Background: an optimization exercise with open tools, aiming at small area. Do not read the settings as production practice. The RTL was checked by simulation tests, not by an equivalence proof against the original design. No activity file was given, so power comes from the tool's default toggle rates.

## design/flow/config.mk

```make
export PLATFORM = sky130hd
export DESIGN_NAME = top
export DESIGN_NICKNAME = top
export VERILOG_FILES = /design/flow/design.v
export SDC_FILE = /design/flow/constraint.sdc
export NUM_CORES = 4
export LEC_CHECK = 0
export CAP_MARGIN = 20
export CORE_MARGIN = 2
export CORE_UTILIZATION = 40
export SLEW_MARGIN = 20
```

## design/flow/constraint.sdc

```tcl
create_clock -name core_clock -period 5.0 [get_ports {clk}]
set_input_delay 1.0000 -clock core_clock [delete_from_list [all_inputs] [get_ports {clk}]]
set_output_delay 1.0000 -clock core_clock [all_outputs]
set_load 0.01 [all_outputs]
```

## design/flow/design.v

```verilog
module screen_driver #(
  parameter STARTUP_WAIT = 32'd10000000,
  parameter FRAME_WAIT = 32'd450000
)(
  input  clk,
  input  rst,
  input  jumpOffset,
  output io_sclk,
  output io_sdin,
  output io_cs,
  output io_dc,
  output io_reset
);
  localparam [1:0] M_INIT = 2'd0, M_CMD = 2'd1, M_DATA = 2'd2, M_WAIT = 2'd3;
  localparam integer INIT_LEN   = 3 * STARTUP_WAIT + 1;
  localparam integer SLOT0      = (18 - INIT_LEN % 18) % 18;
  localparam integer INIT_BYTES = (INIT_LEN + SLOT0) / 18;
  localparam integer BYTE0      = 1024 - INIT_BYTES;
  localparam integer RLO = STARTUP_WAIT + 1 + SLOT0;
  localparam integer RHI = 2 * STARTUP_WAIT + SLOT0;
  localparam integer RLO_B = BYTE0 + RLO / 18, RLO_S = RLO % 18;
  localparam integer RHI_B = BYTE0 + RHI / 18, RHI_S = RHI % 18;
  localparam integer WAIT_B = FRAME_WAIT / 18, WAIT_S = FRAME_WAIT % 18;
  localparam SETUP_INSTRUCTIONS = 23;
  localparam [(SETUP_INSTRUCTIONS*8)-1:0] startupCommands = {
    8'hAE, 8'h81, 8'h7F, 8'hA6, 8'h20, 8'h00, 8'hC8, 8'h40,
    8'hA1, 8'hA8, 8'h3F, 8'hD3, 8'h00, 8'hD5, 8'h80, 8'hD9,
    8'h22, 8'hDB, 8'h20, 8'h8D, 8'h14, 8'hA4, 8'hAF
  };
  reg [1:0] mode;
  reg [4:0] slot;
  reg [9:0] index;
  reg [7:0] frameNumber;
  reg       jumpLatched;
  reg       sdin;
  wire inInit = (mode == M_INIT);
  wire inCmd  = (mode == M_CMD);
  wire inData = (mode == M_DATA);
  wire inWait = (mode == M_WAIT);
  wire sending = inCmd | inData;
  wire slotFirst = (slot == 5'd0);
  wire slotLast  = (slot == 5'd17);
  wire lastIndex = (index == 10'd1023);
  wire cmdEnd  = inCmd & (index == SETUP_INSTRUCTIONS) & slotFirst;
  wire waitEnd = inWait & (index == WAIT_B) & (slot == WAIT_S);
  wire [2:0] bitSel = ~slot[3:1];
  wire [7:0] cmdByte = startupCommands[(SETUP_INSTRUCTIONS*8-1) - index[4:0]*8 -: 8];
  wire whiteTrigger = inData & (index == 10'd0) & slotLast & frameNumber[0];
  wire patternBit;
  pattern_generator patternGen (
    .clk(clk),
    .rst(rst),
    .pixelIndex(index),
    .frameNumber(frameNumber),
    .jumpOffset(jumpLatched),
    .bitSel(bitSel),
    .update(whiteTrigger),
    .patternBit(patternBit)
  );
  always @(posedge clk) begin
    if (slotFirst)
      jumpLatched <= jumpOffset;
    if (rst) begin
      mode <= M_INIT;
      slot <= SLOT0;
      index <= BYTE0;
      frameNumber <= 0;
      sdin <= 0;
    end else begin
      slot <= (slotLast | waitEnd) ? 5'd0 : slot + 5'd1;
      if (cmdEnd | waitEnd)
        index <= 0;
      else if (slotLast)
        index <= index + 10'd1;
      if (cmdEnd | waitEnd)
        frameNumber <= frameNumber + 8'd1;
      if (lastIndex & slotLast & inInit)
        mode <= M_CMD;
      if (lastIndex & slotLast & inData)
        mode <= M_WAIT;
      if (cmdEnd | waitEnd)
        mode <= M_DATA;
      if (sending & slot[0] & ~slot[4])
        sdin <= inCmd ? cmdByte[bitSel] : patternBit;
    end
  end
  wire resetLow = inInit &
                  ((index > RLO_B) | ((index == RLO_B) & (slot >= RLO_S))) &
                  ((index < RHI_B) | ((index == RHI_B) & (slot <= RHI_S)));
  assign io_sclk  = ~(sending & ~slot[0] & ~slotFirst);
  assign io_sdin  = sdin;
  assign io_cs    = inWait | (slotFirst & (inData | (inCmd & (index != 0))));
  assign io_dc    = ~(inCmd & ~(slotFirst & (index == 0)));
  assign io_reset = ~resetLow;
endmodule
module jump_controller #(
  parameter JUMP_DURATION = 32'd19_500_000
)(
  input wire clk,
  input wire rst,
  input wire btn1,
  output reg jumpOffset
);
  function [19:0] lfsr_step(input [19:0] s);
    lfsr_step = {s[18:0], ~(s[19] ^ s[16])};
  endfunction
  function [419:0] map_compose(input [419:0] f, input [419:0] g);
    integer i, j;
    reg [19:0] v, r;
    begin
      for (j = 0; j <= 20; j = j + 1) begin
        v = g[20*j +: 20];
        r = (j == 20) ? f[400 +: 20] : 20'd0;
        for (i = 0; i < 20; i = i + 1)
          if (v[i]) r = r ^ f[20*i +: 20];
        map_compose[20*j +: 20] = r;
      end
    end
  endfunction
  function [19:0] lfsr_after(input integer n);
    integer j, k;
    reg [419:0] p, acc;
    begin
      for (j = 0; j < 20; j = j + 1) begin
        acc[20*j +: 20] = 20'd1 << j;
        p[20*j +: 20] = lfsr_step(20'd1 << j) ^ lfsr_step(20'd0);
      end
      acc[400 +: 20] = 20'd0;
      p[400 +: 20] = lfsr_step(20'd0);
      for (k = 0; k < 31; k = k + 1) begin
        if ((n >> k) & 1)
          acc = map_compose(p, acc);
        p = map_compose(p, p);
      end
      lfsr_after = acc[400 +: 20];
    end
  endfunction
  localparam [19:0] LFSR_END = lfsr_after(JUMP_DURATION);
  reg [19:0] lfsr;
  always @(posedge clk) begin
    lfsr <= jumpOffset ? lfsr_step(lfsr) : 20'd0;
    if (rst)
      jumpOffset <= 1'b0;
    else if (jumpOffset)
      jumpOffset <= (lfsr != LFSR_END);
    else
      jumpOffset <= !btn1;
  end
endmodule
module pattern_generator (
  input  wire       clk,
  input  wire       rst,
  input  wire [9:0] pixelIndex,
  input  wire [7:0] frameNumber,
  input  wire       jumpOffset,
  input  wire [2:0] bitSel,
  input  wire       update,
  output wire       patternBit
);
  wire [6:0] col = pixelIndex[6:0];
  wire [2:0] row = pixelIndex[9:7];
  reg [7:0] catSprite [0:31];
  initial $readmemh("cat_sprite.hex", catSprite);
  localparam CAT_X        = 40;
  localparam CAT_WIDTH    = 16;
  localparam OBS_WIDTH    = 8;
  localparam SCREEN_WIDTH = 128;
  localparam WHITE_FRAMES = 30;
  wire [7:0] frameMod = (frameNumber >= SCREEN_WIDTH + OBS_WIDTH) ?
                        frameNumber - (SCREEN_WIDTH + OBS_WIDTH) : frameNumber;
  wire [6:0] obsX    = SCREEN_WIDTH - frameMod;
  wire [6:0] obsXEnd = obsX + OBS_WIDTH;
  wire horizontalOverlap = (obsX < (CAT_X + CAT_WIDTH)) && (obsXEnd > CAT_X);
  reg [4:0] whiteCounter;
  always @(posedge clk) begin
    if (rst)
      whiteCounter <= 0;
    else if (update) begin
      if (horizontalOverlap && !jumpOffset)
        whiteCounter <= WHITE_FRAMES;
      else if (whiteCounter != 0)
        whiteCounter <= whiteCounter - 1;
    end
  end
  wire showWhite = (whiteCounter != 0);
  wire catRows = (row == (jumpOffset ? 1 : 4)) || (row == (jumpOffset ? 2 : 5));
  wire catCols = (col >= CAT_X) && (col < CAT_X + CAT_WIDTH);
  wire [4:0] spriteAddr = {row != (jumpOffset ? 3'd1 : 3'd4), col[3:0] - 4'd8};
  wire [7:0] spriteByte = catSprite[spriteAddr];
  reg [7:0] patternByte;
  always @(*) begin
    if (showWhite)
      patternByte = 8'hFF;
    else if (row == 6)
      patternByte = 8'hF0;
    else if (catRows && catCols)
      patternByte = spriteByte;
    else if (row == 5 && (col >= obsX && col < obsXEnd))
      patternByte = 8'hFF;
    else
      patternByte = 8'h00;
  end
  assign patternBit = patternByte[bitSel];
endmodule
module top #(
  parameter STARTUP_WAIT = 32'd2000,
  parameter FRAME_WAIT = 32'd4500,
  parameter JUMP_DURATION = 32'd950000
)(
  input clk,
  input rst,
  input btn1,
  output io_sclk,
  output io_sdin,
  output io_cs,
  output io_dc,
  output io_reset
);
  wire jumpOffset;
  jump_controller #(
    .JUMP_DURATION(JUMP_DURATION)
  ) jump_inst (
    .clk(clk),
    .rst(rst),
    .btn1(btn1),
    .jumpOffset(jumpOffset)
  );
  screen_driver #(
    .STARTUP_WAIT(STARTUP_WAIT),
    .FRAME_WAIT(FRAME_WAIT)
  ) driver (
    .clk(clk),
    .rst(rst),
    .jumpOffset(jumpOffset),
    .io_sclk(io_sclk),
    .io_sdin(io_sdin),
    .io_cs(io_cs),
    .io_dc(io_dc),
    .io_reset(io_reset)
  );
endmodule
```

## design/flow/cat_sprite.hex

```
00 e0 f0 f8 70 00 00 fc fe fe fc fc fc fe fe fe
00 0f 1f 1c 3c fc fe ff ff ff ff ff ff ff 01 00
```

## design/flow/run.sh

```bash
#!/bin/bash
# synth_recipe.tcl (not shown) runs the flow's synth.tcl, then flattens the netlist and writes it again
# the make line also repeats each setting of config.mk as NAME=value (left out here)
make -C /OpenROAD-flow-scripts/flow DESIGN_CONFIG=/design/flow/config.mk WORK_HOME=/design/flow/orfs CLKGATE_MAP_FILE= SYNTH_SCRIPT=/design/flow/synth_recipe.tcl finish
```

==> notes.md <==
## synthesized netlist by cell type (all sizes together), types with 4 or more instances
cell and number:
ha 36, a21oi 30, a31oi 5, nand4 9, o32ai 4, o41ai 4
xor2 16, nand3 20, nand3b 5, dfxtp 52, nor2 34, and3 8
o21ai 17, o2111ai 4, xnor2 15, o21bai 8, nor4bb 4, clkbuf 20
inv 31, nor3 13, buf 17, o211ai 5, nand2b 9, nor4 10
nand4b 5, nand2 34, and2 23, nor2b 7, a211oi 11, o21a 4
## worst max path at each step
stage	from	to	cells past startpoint
2_1_floorplan	driver.frameNumber[3]$_SDFFE_PP0N_	driver.sdin$_SDFFE_PP0P_	16
3_3_place_gp	driver.index[0]$_SDFFE_PP0N_	io_reset	8
3_5_place_dp	driver.index[0]$_SDFFE_PP0N_	io_reset	8
4_1_cts	driver.index[0]$_SDFFE_PP0N_	io_reset	8
5_1_grt	driver.index[0]$_SDFFE_PP0N_	io_reset	8
6_report	driver.index[0]$_SDFFE_PP0N_	io_reset	8
## kinds of logic (layout without fill, tap and decap cells)
logic type | after synthesis | in the layout | share of synthesized area
simple gates | 197 | 197 | 0.2687
compound gates | 129 | 129 | 0.2197
buf+inv | 69 | 53 | 0.07164
flops | 53 | 53 | 0.2545
fa+ha+maj | 36 | 36 | 0.1070
xor+xnor | 32 | 32 | 0.07342
mux | 2 | 2 | 0.005053
## layout make-up
class                      instances  area [sq um]
multi-input combinational        396          2836
tap                              136         170.2
clock inverter                     3         33.78
timing repair buffer              13         115.1
clock buffer                       5         68.82
sequential                        53          1071
fill                            1027          5862
inverter                          32         120.1
## power breakdown
| group | total [W] | switching [W] | internal, W |
|---|---|---|---|
| combinational | 0.0000543 | 0.0000287 | 0.0000256 |
| sequential | 0.000450 | 0.0000190 | 0.000431 |
| clock | 0.000271 | 0.000166 | 0.000105 |
## layer usage
layer | global-route usage | vias to the layer above | part of all wire
met1 | 0.2609 | 1803 | 0.46
met4 | 0.05009 | 0 | 0.017
li1 | - | 1842 | -
met5 | 0 | - | 0
met3 | 0.02736 | 20 | 0.055
met2 | 0.3076 | 145 | 0.47
## cells in the final DEF, fill, tap and decap left out, types with 4 or more instances in the layout
cell / synthesis / layout
dfxtp_1: 52 / 52
clkdlybuf4s50_1: 0 / 7
nand3_1: 20 / 20
nand3b_1: 5 / 5
nor2b_1: 7 / 7
nor2_1: 34 / 34
and3_1: 8 / 8
o21a_1: 4 / 4
nand2_1: 34 / 34
o32ai_1: 4 / 4
nor4_1: 7 / 7
nor4bb_1: 4 / 4
xor2_1: 16 / 16
a21oi_1: 28 / 28
buf_4: 1 / 6
nand2b_1: 9 / 9
o2111ai_1: 4 / 4
nand4b_1: 5 / 5
ha_1: 36 / 36
nand4_1: 8 / 8
o21ai_0: 17 / 17
a31oi_1: 5 / 5
xnor2_1: 13 / 13
o211ai_1: 5 / 5
and2_1: 23 / 23
o21bai_1: 8 / 8
nor3_1: 13 / 13
inv_1: 31 / 31
o41ai_1: 4 / 4
clkbuf_8: 0 / 5
a211oi_1: 10 / 10
## metrics by stage
stage / instance area, sq um / power, W / std cells / utilization / hold WS, ns
3_3_place_gp: 4313 / 0.0005124 / 630 / 0.4196 / 0.4332
3_5_place_dp: 4313 / 0.0005128 / 630 / 0.4196 / 0.4387
4_1_cts: 4415 / 0.0007846 / 638 / 0.4296 / 0.4724
5_1_grt: 4415 / 0.0008116 / 638 / 0.4296 / 0.4956
6_report: 4415 / 0.0007749 / 638 / 0.4296 / 0.4683
2_1_floorplan: 4209 / 0.0004964 / 518 / - / 0.4202
## worst max-delay path: stages, from the launching register on
cell and delay [ns]:
dfxtp_1 0.88, inv_1 0.36, ha_1 0.37, nor2b_1 0.16, a31oi_1 0.14, o41ai_1 0.08, a21oi_1 0.16, o2111ai_1 0.15
clkdlybuf4s50_1 0.53
## sequential cells by signal (all words and copies together), names as in the netlist
register and cells:
jump_inst.jumpOffset 1, driver.frameNumber 8, driver.jumpLatched 1, driver.sdin 1, driver.mode 2, jump_inst.lfsr 20, driver.index 10, driver.patternGen.whiteCounter 5
driver.slot 5
==> metrics.md <==
| Metric | Value |
|---|---|
| Worst Setup Slack, final | `0.8459 ns` |
| Die Wd | `106.6 um` |
| Routability cong. | `0.9238` |
| # rows | `37` |
| Clock sinks | `53` |
| Hold_buf cts | `0` |
| Setup WS pre-CTS | `1.279 ns` |
| Yosys top cell by area | `dfxtp_1` |
| Number of global-route vias before repair | `3,566` |
| Worst hold start | `jump_inst.lfsr[11]$_SDFF_PN0_` |
| Final min period | `4.154 ns` |
| Outcome | `timing/DRC/antenna clean` |
| Fmax | `240.7 MHz` |
| Die height | `106.6 um` |
| Synth warnings | `3` |
| RR Startpoint | `driver.index[0]$_SDFFE_PP0N_` |
| Max-cap viol count | `0` |
| Total grt overflow | `0` |
| Residual DRC count | `0` |
| Leakage | `1.676 nW` |
| Pin count of the biggest net entering global routing | `30` |
| Tcrit/Tclk final | `0.8308` |
| Crit-path max FO | `22` |
| Yosys top cell area share | `0.2473` |
| Htree depth | `2` |
| Hold Crit Class | `reg -> reg` |
| Unrepaired setup endpoints after global routing | `no` |
| Gr usage total | `0.1886` |
| Top Ports | `8` |
| # diodes | `0` |
| DRT Wirelength | `10,440 um` |
| Initial antenna violation count | `0` |
| Syn avg cell area | `8.126 sq um` |
| Fin. Hold Viols | `0` |
| Pre-antenna DRT Iters | `5` |
| Vias | `3,810` |
| Worst Setup Start Kind | `flop` |
| Share of layout cells above drive strength 1 | `0.06972` |
| Setup violators final | `0` |
| Clock Latency Late Sink | `0.33 ns` |
| Worst Path Required | `4.00 ns` |
| Syn-to-layout area delta | `4.905%` |
| Core area | `0.01028 sq mm` |
| Fraction of registers with async set/reset | `0` |
| Relative slew slack | `0.4389` |
| Post-cts resize count | `0` |
| Hold path depth | `1` |
| Synth top area cells | `dfxtp_1 25%, ha_1 11%, and2_1 3.4%` |
| Setup crit end kind | `primary output` |
| Nets | `540` |
| Port Buffers | `7` |
| ANT nets after route | `0` |
| DR WL/cell | `16.36 um` |
| Die area | `0.01136 sq mm` |
| Peak supply drop | `0.2639 mV` |
| Number of buffers created by CTS | `5` |
| DP HPWL | `7420 um` |
| Hold Crit Endpoint | `jump_inst.lfsr[12]$_SDFF_PN0_` |
| Vias per std cell | `5.972` |
| CTS tree | `yes` |
| Worst-path clk slew | `0.11 ns` |
| Power Density | `175.5 mW/mm^2` |
| Reg2reg setup slack | `1.24 ns` |
| Synthesized area | `0.004209 sq mm` |
| Setup tns final | `0 ns` |
| Initial DRC count | `328` |
| Syn Nets | `557` |
| Synth Register Bits | `53` |
| Number of synthesized flops with an enable pin | `1` |
| Worst Reg2Reg Path Length in Cells | `9` |
| Critical Path AT | `3.15 ns` |
| Postcts setup bufs | `0` |
| First-pass GRT wire length | `17,640 um` |
| Critical path class | `reg -> out` |
| Clock skew | `0.01277 ns` |
| R2r endpoint | `driver.sdin$_SDFFE_PP0P_` |
| Synth cell types | `77` |
| Final Max Tran Viols | `0` |
| CTS root buffer | `clkbuf_8` |
| Syn Inst Count | `518` |
| Actual slew at the worst max-slew pin | `0.8406 ns` |
| Max Root-Sink Buffers | `2` |
| Sequential area share after synthesis | `0.2545` |
| Initial Utilization | `0.4095` |
| Ys flop type | `dfxtp_1` |

[afterwards: timing with drivers on the ports]
How much do the figures lean on ideal ports? The routed layout below was timed once more, with nothing changed but the port constraints.
Step 1 sets driving cells, clkbuf_16 on the clock port and buf_2 on the other inputs (assumed; they add their load-dependent delay and slew).
Step 2 times the ports against the registers' clock, not the clock port: input delays grow and output delays shrink by t, the midpoint of the rising clock arrivals with the driver on.
Three values: ideal ports, drivers, drivers and shift; two values: the first two.
t (ns): 0.350
setup WS [ns]: 0.846 / 0.817 / 1.167
worst setup path after step 2: register to output
After both steps this run still meets setup and hold. For this run, drivers alone change the setup slack by -0.029 ns; drivers and shift together by +0.321 ns.
